What follows belongs to an exercise in optimizing a design on an open flow for small area and a short achievable clock period; a production flow would make more cautious choices.
At most, simulation tests tie the RTL to the original design; equivalence was not proved.
No activity file was given, so power comes from the tool's default toggle rates.

==> inputs of xenon <==
==> flow/design.v (excerpt) <==
module FIR(Dout,
           Din,
           clk,
           reset);
clock: 12.0 ns
lec_check: 0
cap_margin: 20
core_margin: 2
core_utilization: 40
setup_slack_margin: 5
slew_margin: 20
synth_hierarchical: 1
synth_minimum_keep_size: 0
standard.sh (not shown) runs the stock make flow with config.mk's settings and CLKGATE_MAP_FILE= SYNTH_SCRIPT=/design/flow/synth_recipe.tcl, a recipe that flattens the netlist after the stock synthesis.
==> flow/flow/run.sh <==
#!/bin/bash
# Own layout flow: the standard ORFS flow (standard.sh's make command and
# synthesis, unchanged), with these changes after synthesis:
#  - timing repair aims at a setup slack margin of $MARGIN ns,
#  - port buffers are buf_2 cells (ORFS's default pick is a delay cell),
#  - clock tree: clkbuf_8 buffers, larger sink clusters, no dummy loads.
# ORFS writes each tool's log under orfs/logs/; make's output goes to
# make_*.log in this folder.
set -euo pipefail
MARGIN=5
MAKELINE=$(grep '^make ' standard.sh | sed 's/"\${@:-finish}"//')
run_make() { eval "$MAKELINE"' "$@"'; }
run_make synth > make_synth.log 2>&1
run_make "SETUP_SLACK_MARGIN=$MARGIN" \
  "BUFFER_PORTS_ARGS=-buffer_cell sky130_fd_sc_hd__buf_2" \
  "CTS_ARGS=-sink_clustering_enable -repair_clock_nets -dont_use_dummy_load -buf_list sky130_fd_sc_hd__clkbuf_8 -sink_clustering_size 30 -sink_clustering_max_diameter 100" \
  finish > make_finish.log 2>&1
# everything is built: this only writes out/final.def from the final layout
bash standard.sh finish > make_def.log 2>&1
==> maple (differences from xenon) <==
--- a/flow/design.v
+++ b/flow/design.v
@@ -184,16 +184,18 @@
     fa u173 (c149, n29, c151, s172, c173);
     wire s174, c175;
     fa u175 (s170, n30, c153, s174, c175);
     wire s176, c177;
     fa u177 (s172, c155, s174, s176, c177);
     wire s178, c179;
     fa u179 (c16, s176, c157, s178, c179);
-    wire w180 = ~(s178 ^ c159);
-    wire w181 = s178 | c159;
+    wire w180;
+    g_xnor2 g180 (s178, c159, w180);
+    wire w181;
+    g_or2 g181 (s178, c159, w181);
     wire s182, c183;
     fa u183 (x1[5], x5[5], x3[5], s182, c183);
     wire s184, c185;
     fa u185 (x3[6], x7[7], n23, s184, c185);
     wire s186, c187;
     fa u187 (c161, c163, s182, s186, c187);
     wire s188, c189;
@@ -257,24 +259,32 @@
     ha u246 (s136, c244, s245, c246);
     wire s247, c248;
     ha u248 (s158, c246, s247, c248);
     wire s249, c250;
     ha u250 (w180, c248, s249, c250);
     wire s251, c252;
     fa u252 (w181, s198, c250, s251, c252);
-    wire w253 = ~(s214 ^ c252);
-    wire w254 = s214 | c252;
-    wire w255 = ~(s226 ^ w254);
-    wire w256 = s226 | w254;
-    wire w257 = ~(s232 ^ w256);
-    wire w258 = s232 | w256;
-    wire w259 = ~(s234 ^ w258);
-    wire w260 = s234 | w258;
-    wire w261 = ~(c235 ^ w260);
-    wire w262 = c235 | w260;
+    wire w253;
+    g_xnor2 g253 (s214, c252, w253);
+    wire w254;
+    g_or2 g254 (s214, c252, w254);
+    wire w255;
+    g_xnor2 g255 (s226, w254, w255);
+    wire w256;
+    g_or2 g256 (s226, w254, w256);
+    wire w257;
+    g_xnor2 g257 (s232, w256, w257);
+    wire w258;
+    g_or2 g258 (s232, w256, w258);
+    wire w259;
+    g_xnor2 g259 (s234, w258, w259);
+    wire w260;
+    g_or2 g260 (s234, w258, w260);
+    wire w261;
+    g_xnor2 g261 (c235, w260, w261);
     wire [15:0] S_next = {w261, w259, w257, w255, w253, s251, s249, s247, s245, s243, s241, s239, s237, n236, s46, s42};
     always @(posedge clk) begin
         x1  <= Din & {8{rn}};
         x2n <= ~(x1 & {8{rn}});
         x3  <= ~(x2n | {8{reset}});
         x4n <= ~(x3 & {8{rn}});
         x5  <= ~(x4n | {8{reset}});
@@ -559,14 +569,17 @@
 endmodule
 module g_nor2(input a, b, output y);
     assign y = ~(a | b);
 endmodule
 module g_oai21(input a1, a2, b1, output y);
     assign y = ~((a1 | a2) & b1);
 endmodule
+module g_or2(input a, b, output y);
+    assign y = a | b;
+endmodule
 module g_xnor2(input a, b, output y);
     assign y = ~(a ^ b);
 endmodule
 module g_xor2(input a, b, output y);
     assign y = a ^ b;
 endmodule
 module fa(input a, input b, input c, output s, output co);
--- a/flow/flow/run.sh
+++ b/flow/flow/run.sh
@@ -3,15 +3,15 @@
 # synthesis, unchanged), with these changes after synthesis:
 #  - timing repair aims at a setup slack margin of $MARGIN ns,
 #  - port buffers are buf_2 cells (ORFS's default pick is a delay cell),
 #  - clock tree: clkbuf_8 buffers, larger sink clusters, no dummy loads.
 # ORFS writes each tool's log under orfs/logs/; make's output goes to
 # make_*.log in this folder.
 set -euo pipefail
-MARGIN=5
+MARGIN=5.3
 MAKELINE=$(grep '^make ' standard.sh | sed 's/"\${@:-finish}"//')
 run_make() { eval "$MAKELINE"' "$@"'; }
 run_make synth > make_synth.log 2>&1
 run_make "SETUP_SLACK_MARGIN=$MARGIN" \
   "BUFFER_PORTS_ARGS=-buffer_cell sky130_fd_sc_hd__buf_2" \
   "CTS_ARGS=-sink_clustering_enable -repair_clock_nets -dont_use_dummy_load -buf_list sky130_fd_sc_hd__clkbuf_8 -sink_clustering_size 30 -sink_clustering_max_diameter 100" \
   finish > make_finish.log 2>&1
==> raven (differences from xenon) <==
--- a/flow/design.v
+++ b/flow/design.v
@@ -184,16 +184,18 @@
     fa u173 (c149, n29, c151, s172, c173);
     wire s174, c175;
     fa u175 (s170, n30, c153, s174, c175);
     wire s176, c177;
     fa u177 (s172, c155, s174, s176, c177);
     wire s178, c179;
     fa u179 (c16, s176, c157, s178, c179);
-    wire w180 = ~(s178 ^ c159);
-    wire w181 = s178 | c159;
+    wire w180;
+    g_xnor2 g180 (s178, c159, w180);
+    wire w181;
+    g_or2 g181 (s178, c159, w181);
     wire s182, c183;
     fa u183 (x1[5], x5[5], x3[5], s182, c183);
     wire s184, c185;
     fa u185 (x3[6], x7[7], n23, s184, c185);
     wire s186, c187;
     fa u187 (c161, c163, s182, s186, c187);
     wire s188, c189;
@@ -257,24 +259,32 @@
     ha u246 (s136, c244, s245, c246);
     wire s247, c248;
     ha u248 (s158, c246, s247, c248);
     wire s249, c250;
     ha u250 (w180, c248, s249, c250);
     wire s251, c252;
     fa u252 (w181, s198, c250, s251, c252);
-    wire w253 = ~(s214 ^ c252);
-    wire w254 = s214 | c252;
-    wire w255 = ~(s226 ^ w254);
-    wire w256 = s226 | w254;
-    wire w257 = ~(s232 ^ w256);
-    wire w258 = s232 | w256;
-    wire w259 = ~(s234 ^ w258);
-    wire w260 = s234 | w258;
-    wire w261 = ~(c235 ^ w260);
-    wire w262 = c235 | w260;
+    wire w253;
+    g_xnor2 g253 (s214, c252, w253);
+    wire w254;
+    g_or2 g254 (s214, c252, w254);
+    wire w255;
+    g_xnor2 g255 (s226, w254, w255);
+    wire w256;
+    g_or2 g256 (s226, w254, w256);
+    wire w257;
+    g_xnor2 g257 (s232, w256, w257);
+    wire w258;
+    g_or2 g258 (s232, w256, w258);
+    wire w259;
+    g_xnor2 g259 (s234, w258, w259);
+    wire w260;
+    g_or2 g260 (s234, w258, w260);
+    wire w261;
+    g_xnor2 g261 (c235, w260, w261);
     wire [15:0] S_next = {w261, w259, w257, w255, w253, s251, s249, s247, s245, s243, s241, s239, s237, n236, s46, s42};
     always @(posedge clk) begin
         x1  <= Din & {8{rn}};
         x2n <= ~(x1 & {8{rn}});
         x3  <= ~(x2n | {8{reset}});
         x4n <= ~(x3 & {8{rn}});
         x5  <= ~(x4n | {8{reset}});
@@ -559,14 +569,17 @@
 endmodule
 module g_nor2(input a, b, output y);
     assign y = ~(a | b);
 endmodule
 module g_oai21(input a1, a2, b1, output y);
     assign y = ~((a1 | a2) & b1);
 endmodule
+module g_or2(input a, b, output y);
+    assign y = a | b;
+endmodule
 module g_xnor2(input a, b, output y);
     assign y = ~(a ^ b);
 endmodule
 module g_xor2(input a, b, output y);
     assign y = a ^ b;
 endmodule
 module fa(input a, input b, input c, output s, output co);
==> comparison table <==
item	maple	raven	xenon
Final instance area	5770 sq um	5480 sq um	5510 sq um
Total area of multi-input combinational cells	3480 sq um	3350 sq um	3330 sq um
Sequential fraction of design power	22.5%	25.1%	25.9%
Post-synthesis simple-gate area fraction	8.91%	8.91%	8.34%
Setup crit end kind	flop	flop	output port
Critical Path Max Stage Delay	0.44 ns	0.44 ns	0.52 ns
Startpoint of the most critical hold path	x6n[2]	x5[6]	x5[0]
Met2 Track Usage GR	26.1%	22.9%	23.1%
Setup slack of the critical path after layout	5.17 ns	5.01 ns	5.12 ns
Routed length on met2	4.60 mm	4.13 mm	4.31 mm
Power density of the placed cells	220 nW/um^2	208 nW/um^2	201 nW/um^2
Non-clk buf share	5.70%	3.24%	3.32%
Number of standard cells after synthesis	424	424	427
Outcome	finished clean	finished clean	finished clean
Number of iterations in the first detailed-routing pass	4	4	6
Pin count of the biggest net entering global routing	35	40	40
Internal power contribution	0.761 mW	0.679 mW	0.658 mW
Cell area after technology mapping	5080 sq um	5080 sq um	5080 sq um
Only the layout flow was run in maple and raven; the RTL was not checked for function there.

==> inputs of run a <==
FIR, a different RTL version from the one above (not shown whole).
==> module outadd, before the edit <==
module outadd(input [15:0] s, input [7:0] d, input [0:0] k, output [15:0] y);
    wire o_w1 = ~d[0];
    wire o_w2 = ~d[1];
    wire o_w3 = ~d[2];
    wire o_w4 = ~d[3];
    wire o_w5 = ~d[4];
    wire o_w6 = ~d[5];
    wire o_w7 = ~d[6];
    wire o_w8 = ~d[7];
    wire o_s9, o_c10;
    fa o_u10 (s[3], d[0], o_w4, o_s9, o_c10);
    wire o_s11, o_c12;
    fa o_u12 (s[4], d[1], o_w5, o_s11, o_c12);
    wire o_s13, o_c14;
    fa o_u14 (s[5], d[2], o_w6, o_s13, o_c14);
    wire o_s15, o_c16;
    fa o_u16 (s[6], d[3], o_w7, o_s15, o_c16);
    wire o_s17, o_c18;
    fa o_u18 (s[7], d[4], o_w8, o_s17, o_c18);
    wire o_s19, o_c20;
    ha o_u20 (s[8], d[5], o_s19, o_c20);
    wire o_s21, o_c22;
    ha o_u22 (s[9], d[6], o_s21, o_c22);
    wire o_s23, o_c24;
    ha o_u24 (s[10], d[7], o_s23, o_c24);
    wire o_s25, o_c26;
    ha o_u26 (s[0], o_w1, o_s25, o_c26);
    wire o_s27, o_c28;
    ha o_u28 (s[1], o_w2, o_s27, o_c28);
    wire o_s29, o_c30;
    ha o_u30 (s[2], o_w3, o_s29, o_c30);
    wire o_s31, o_c32;
    ha o_u32 (o_s11, o_c10, o_s31, o_c32);
    wire o_s33, o_c34;
    ha o_u34 (o_s13, o_c12, o_s33, o_c34);
    wire o_s35, o_c36;
    ha o_u36 (o_s15, o_c14, o_s35, o_c36);
    wire o_s37, o_c38;
    ha o_u38 (o_s17, o_c16, o_s37, o_c38);
    wire o_s39, o_c40;
    ha o_u40 (o_s19, o_c18, o_s39, o_c40);
    wire o_s41, o_c42;
    ha o_u42 (o_s21, o_c20, o_s41, o_c42);
    wire o_s43, o_c44;
    ha o_u44 (o_s23, o_c22, o_s43, o_c44);
    wire o_s45, o_c46;
    ha o_u46 (s[11], o_c24, o_s45, o_c46);
    wire o_w47 = o_c28 | (o_s27 & o_c26);
    wire o_w48 = o_s27 & o_s25;
    wire o_w49 = (o_s9 & o_c30);
    wire o_w50 = o_s9 & o_s29;
    wire o_w51 = o_c34 | (o_s33 & o_c32);
    wire o_w52 = o_s33 & o_s31;
    wire o_w53 = o_c38 | (o_s37 & o_c36);
    wire o_w54 = o_s37 & o_s35;
    wire o_w55 = o_c42 | (o_s41 & o_c40);
    wire o_w56 = o_s41 & o_s39;
    wire o_w57 = o_c46 | (o_s45 & o_c44);
    wire o_w58 = o_s45 & o_s43;
    wire o_w59 = s[13] & s[12];
    wire o_w60 = s[15] & s[14];
    wire o_w61 = o_c30 | (o_s29 & o_w47);
    wire o_w62 = o_s29 & o_w48;
    wire o_w63 = o_w49 | (o_w50 & o_w47);
    wire o_w64 = o_w50 & o_w48;
    wire o_w65 = o_c36 | (o_s35 & o_w51);
    wire o_w66 = o_s35 & o_w52;
    wire o_w67 = o_w53 | (o_w54 & o_w51);
    wire o_w68 = o_w54 & o_w52;
    wire o_w69 = o_c44 | (o_s43 & o_w55);
    wire o_w70 = o_s43 & o_w56;
    wire o_w71 = o_w57 | (o_w58 & o_w55);
    wire o_w72 = o_w58 & o_w56;
    wire o_w73 = s[14] & o_w59;
    wire o_w74 = o_w60 & o_w59;
    wire o_w75 = o_c32 | (o_s31 & o_w63);
    wire o_w76 = o_s31 & o_w64;
    wire o_w77 = o_w51 | (o_w52 & o_w63);
    wire o_w78 = o_w52 & o_w64;
    wire o_w79 = o_w65 | (o_w66 & o_w63);
    wire o_w80 = o_w66 & o_w64;
    wire o_w81 = o_w67 | (o_w68 & o_w63);
    wire o_w82 = o_w68 & o_w64;
    wire o_w83 = (s[12] & o_w71);
    wire o_w84 = s[12] & o_w72;
    wire o_w85 = (o_w59 & o_w71);
    wire o_w86 = o_w59 & o_w72;
    wire o_w87 = (o_w73 & o_w71);
    wire o_w88 = o_w73 & o_w72;
    wire o_w89 = (o_w74 & o_w71);
    wire o_w90 = o_w74 & o_w72;
    wire o_w91 = o_c40 | (o_s39 & o_w81);
    wire o_w92 = o_s39 & o_w82;
    wire o_w93 = o_w55 | (o_w56 & o_w81);
    wire o_w94 = o_w56 & o_w82;
    wire o_w95 = o_w69 | (o_w70 & o_w81);
    wire o_w96 = o_w70 & o_w82;
    wire o_w97 = o_w71 | (o_w72 & o_w81);
    wire o_w98 = o_w72 & o_w82;
    wire o_w99 = o_w83 | (o_w84 & o_w81);
    wire o_w100 = o_w84 & o_w82;
    wire o_w101 = o_w85 | (o_w86 & o_w81);
    wire o_w102 = o_w86 & o_w82;
    wire o_w103 = o_w87 | (o_w88 & o_w81);
    wire o_w104 = o_w88 & o_w82;
    wire o_w105 = o_w89 | (o_w90 & o_w81);
    wire o_w106 = o_w90 & o_w82;
    wire o_w107 = o_s27 ^ o_c26;
    wire o_w108 = o_s29 ^ o_w47;
    wire o_w109 = o_s9 ^ o_w61;
    wire o_w110 = o_s31 ^ o_w63;
    wire o_w111 = o_s33 ^ o_w75;
    wire o_w112 = o_s35 ^ o_w77;
    wire o_w113 = o_s37 ^ o_w79;
    wire o_w114 = o_s39 ^ o_w81;
    wire o_w115 = o_s41 ^ o_w91;
    wire o_w116 = o_s43 ^ o_w93;
    wire o_w117 = o_s45 ^ o_w95;
    wire o_w118 = s[12] ^ o_w97;
    wire o_w119 = s[13] ^ o_w99;
    wire o_w120 = s[14] ^ o_w101;
    wire o_w121 = s[15] ^ o_w103;
    assign y = {o_w121, o_w120, o_w119, o_w118, o_w117, o_w116, o_w115, o_w114, o_w113, o_w112, o_w111, o_w110, o_w109, o_w108, o_w107, o_s25};
endmodule
==> flow/config.mk <==
export PLATFORM = sky130hd
export DESIGN_NAME = FIR
export DESIGN_NICKNAME = FIR
export VERILOG_FILES = /design/flow/design.v
export SDC_FILE = /design/flow/constraint.sdc
export NUM_CORES = 4
export LEC_CHECK = 0
export ABC_AREA = 1
export CAP_MARGIN = 20
export CORE_MARGIN = 2
export CORE_UTILIZATION = 40
export SETUP_SLACK_MARGIN = 5
export SLEW_MARGIN = 20
export SYNTH_HIERARCHICAL = 1
export SYNTH_MINIMUM_KEEP_SIZE = 0
==> flow/constraint.sdc <==
create_clock -name core_clock -period 12.0 [get_ports {clk}]
set_input_delay 2.4000 -clock core_clock [delete_from_list [all_inputs] [get_ports {clk}]]
set_output_delay 2.4000 -clock core_clock [all_outputs]
set_load 0.01 [all_outputs]
==> flow/flow/run.sh <==
#!/bin/bash
# Own layout flow: the standard ORFS flow (standard.sh's make command and
# synthesis, unchanged), with these changes after synthesis:
#  - timing repair aims at a setup slack margin of $MARGIN ns,
#  - port buffers are buf_2 cells (ORFS's default pick is a delay cell),
#  - clock tree: clkbuf_8 buffers, larger sink clusters, no dummy loads.
# ORFS writes each tool's log under orfs/logs/; make's output goes to
# make_*.log in this folder.
set -euo pipefail
MARGIN=5
MAKELINE=$(grep '^make ' standard.sh | sed 's/"\${@:-finish}"//')
run_make() { eval "$MAKELINE"' "$@"'; }
run_make synth > make_synth.log 2>&1
run_make "SETUP_SLACK_MARGIN=$MARGIN" \
  "BUFFER_PORTS_ARGS=-buffer_cell sky130_fd_sc_hd__buf_2" \
  "CTS_ARGS=-sink_clustering_enable -repair_clock_nets -dont_use_dummy_load -buf_list sky130_fd_sc_hd__clkbuf_16 -root_buf sky130_fd_sc_hd__clkbuf_16 -sink_clustering_size 50 -sink_clustering_max_diameter 500" \
  finish > make_finish.log 2>&1
# everything is built: this only writes out/final.def from the final layout
bash standard.sh finish > make_def.log 2>&1
==> inputs of run b, as changes to run a <==
--- a/flow/design.v
+++ b/flow/design.v
@@ -295,2 +295,5 @@
 module outadd(input [15:0] s, input [7:0] d, input [0:0] k, output [15:0] y);
+    wire [4:0] px, po, pn;
+    dpx upx (d, px);
+    dpon upo (d, po, pn);
     wire o_w1 = ~d[0];
@@ -303,12 +306,12 @@
     wire o_w8 = ~d[7];
-    wire o_s9, o_c10;
-    fa o_u10 (s[3], d[0], o_w4, o_s9, o_c10);
-    wire o_s11, o_c12;
-    fa o_u12 (s[4], d[1], o_w5, o_s11, o_c12);
-    wire o_s13, o_c14;
-    fa o_u14 (s[5], d[2], o_w6, o_s13, o_c14);
-    wire o_s15, o_c16;
-    fa o_u16 (s[6], d[3], o_w7, o_s15, o_c16);
-    wire o_s17, o_c18;
-    fa o_u18 (s[7], d[4], o_w8, o_s17, o_c18);
+    wire o_w9 = s[3] ^ px[0];
+    wire o_w10 = s[3] ? po[0] : pn[0];
+    wire o_w11 = s[4] ^ px[1];
+    wire o_w12 = s[4] ? po[1] : pn[1];
+    wire o_w13 = s[5] ^ px[2];
+    wire o_w14 = s[5] ? po[2] : pn[2];
+    wire o_w15 = s[6] ^ px[3];
+    wire o_w16 = s[6] ? po[3] : pn[3];
+    wire o_w17 = s[7] ^ px[4];
+    wire o_w18 = s[7] ? po[4] : pn[4];
     wire o_s19, o_c20;
@@ -326,11 +329,11 @@
     wire o_s31, o_c32;
-    ha o_u32 (o_s11, o_c10, o_s31, o_c32);
+    ha o_u32 (o_w11, o_w10, o_s31, o_c32);
     wire o_s33, o_c34;
-    ha o_u34 (o_s13, o_c12, o_s33, o_c34);
+    ha o_u34 (o_w13, o_w12, o_s33, o_c34);
     wire o_s35, o_c36;
-    ha o_u36 (o_s15, o_c14, o_s35, o_c36);
+    ha o_u36 (o_w15, o_w14, o_s35, o_c36);
     wire o_s37, o_c38;
-    ha o_u38 (o_s17, o_c16, o_s37, o_c38);
+    ha o_u38 (o_w17, o_w16, o_s37, o_c38);
     wire o_s39, o_c40;
-    ha o_u40 (o_s19, o_c18, o_s39, o_c40);
+    ha o_u40 (o_s19, o_w18, o_s39, o_c40);
     wire o_s41, o_c42;
@@ -343,4 +346,4 @@
     wire o_w48 = o_s27 & o_s25;
-    wire o_w49 = (o_s9 & o_c30);
-    wire o_w50 = o_s9 & o_s29;
+    wire o_w49 = (o_w9 & o_c30);
+    wire o_w50 = o_w9 & o_s29;
     wire o_w51 = o_c34 | (o_s33 & o_c32);
@@ -403,3 +406,3 @@
     wire o_w108 = o_s29 ^ o_w47;
-    wire o_w109 = o_s9 ^ o_w61;
+    wire o_w109 = o_w9 ^ o_w61;
     wire o_w110 = o_s31 ^ o_w63;
@@ -418,2 +421,21 @@
 endmodule
+module dpx(input [7:0] d, output [4:0] x);
+    assign x[0] = ~(d[0] ^ d[3]);   
+    assign x[1] = ~(d[1] ^ d[4]);   
+    assign x[2] = ~(d[2] ^ d[5]);   
+    assign x[3] = ~(d[3] ^ d[6]);   
+    assign x[4] = ~(d[4] ^ d[7]);   
+endmodule
+module dpon(input [7:0] d, output [4:0] o, output [4:0] n);
+    assign o[0] = d[0] | ~d[3];   
+    assign n[0] = d[0] & ~d[3];
+    assign o[1] = d[1] | ~d[4];   
+    assign n[1] = d[1] & ~d[4];
+    assign o[2] = d[2] | ~d[5];   
+    assign n[2] = d[2] & ~d[5];
+    assign o[3] = d[3] | ~d[6];   
+    assign n[3] = d[3] & ~d[6];
+    assign o[4] = d[4] | ~d[7];   
+    assign n[4] = d[4] & ~d[7];
+endmodule
 module rinv(input r, output rn);
--- a/flow/flow/run.sh
+++ b/flow/flow/run.sh
@@ -15,3 +15,3 @@
   "BUFFER_PORTS_ARGS=-buffer_cell sky130_fd_sc_hd__buf_2" \
-  "CTS_ARGS=-sink_clustering_enable -repair_clock_nets -dont_use_dummy_load -buf_list sky130_fd_sc_hd__clkbuf_16 -root_buf sky130_fd_sc_hd__clkbuf_16 -sink_clustering_size 50 -sink_clustering_max_diameter 500" \
+  "CTS_ARGS=-sink_clustering_enable -repair_clock_nets -dont_use_dummy_load -buf_list sky130_fd_sc_hd__clkbuf_8 -sink_clustering_size 30 -sink_clustering_max_diameter 100" \
   finish > make_finish.log 2>&1
--- a/flow/config.mk
+++ b/flow/config.mk
@@ -7,3 +7,2 @@
 export LEC_CHECK = 0
-export ABC_AREA = 1
 export CAP_MARGIN = 20
==> inputs of run c, as changes to run a <==
--- a/flow/flow/run.sh
+++ b/flow/flow/run.sh
@@ -13,5 +13,5 @@
 run_make synth > make_synth.log 2>&1
-run_make "SETUP_SLACK_MARGIN=$MARGIN" \
+run_make "SETUP_SLACK_MARGIN=$MARGIN" "RECOVER_POWER=100" \
   "BUFFER_PORTS_ARGS=-buffer_cell sky130_fd_sc_hd__buf_2" \
-  "CTS_ARGS=-sink_clustering_enable -repair_clock_nets -dont_use_dummy_load -buf_list sky130_fd_sc_hd__clkbuf_16 -root_buf sky130_fd_sc_hd__clkbuf_16 -sink_clustering_size 50 -sink_clustering_max_diameter 500" \
+  "CTS_ARGS=-sink_clustering_enable -repair_clock_nets -dont_use_dummy_load -buf_list sky130_fd_sc_hd__clkbuf_8 -sink_clustering_size 30 -sink_clustering_max_diameter 100" \
   finish > make_finish.log 2>&1
==> run summary <==
Run status: run c complete, but fails checks; run b complete, no violations; run a complete, no violations
Reasons for failing layout checks: run c capacitance limit, slew limit; run b -; run a -
Xor and xnor fraction of the mapped netlist area: run c 0.00844; run b 0.0339; run a 0.00844
Synthesized-area fraction occupied by adder cells: run c 0.500; run b 0.483; run a 0.500
Met1 Resource Use GR: run c 0.188; run b 0.194; run a 0.188
Slew HR: run c -0.133; run b 0.337; run a 0.339
Fraction of synthesized area in multiplexers: run c 0; run b 0.0109; run a 0
Portion of the post-synthesis area used by sequential elements: run c 0.278; run b 0.279; run a 0.278
Final worst path period need: run c 7070 ps; run b 6950 ps; run a 6870 ps
Compound-cell area share of the yosys netlist: run c 0.0106; run b 0.0289; run a 0.0106
P_seq: run c 0.000284 W; run b 0.000288 W; run a 0.000284 W
Die ar.: run c 0.0139 mm²; run b 0.0138 mm²; run a 0.0139 mm²
Number of global-route vias before repair: run c 3279; run b 3138; run a 3275
Worst-Margin Slew: run c 1700 ps; run b 993 ps; run a 990 ps
Fraction of standard cell area in multi-input logic: run c 0.596; run b 0.623; run a 0.585
Max Clock Skew: run c 10.9 ps; run b 14.1 ps; run a 6.74 ps
Only the layout flow was run in run b; the RTL was not checked for function there.

separate check: timing with driven ports:
The results above use ideal ports. As a check the final layouts listed here were re-extracted and re-timed, cells and wires unchanged. Step 1: set_driving_cell puts a clkbuf_16 on clk and a buf_2 on each other input, an assumption about the parent block. Step 2, shift: input delay + t, output delay - t, t = (earliest + latest rising clock arrival at the registers) / 2. This alone moves slack from input paths to output paths. a / b / c = no drivers / after step 1 / after step 2; a / b = the first two.
run	t, ns	setup slack, ns	worst hold slack (ns)	worst data-port slew with drivers (ns)
xenon	0.360	5.121 / 5.089 / 4.818	0.389 / 0.389 / 0.389	0.03
maple	0.369	5.166 / 5.159 / 4.790	0.371 / 0.371 / 0.371	0.07
raven	0.365	5.013 / 5.023 / 4.657	0.400 / 0.400 / 0.400	0.03
run a	0.361	5.129 / 5.107 / 4.888	0.401 / 0.401 / 0.401	0.03
run b	0.376	5.051 / 5.022 / 4.844	0.399 / 0.399 / 0.399	0.04
run c	0.382	4.929 / 4.904 / 4.789	0.404 / 0.404 / 0.404	0.03
The setup slack of maple, which loses most, moves by -0.007 ns with the drivers and by -0.376 ns with both steps.
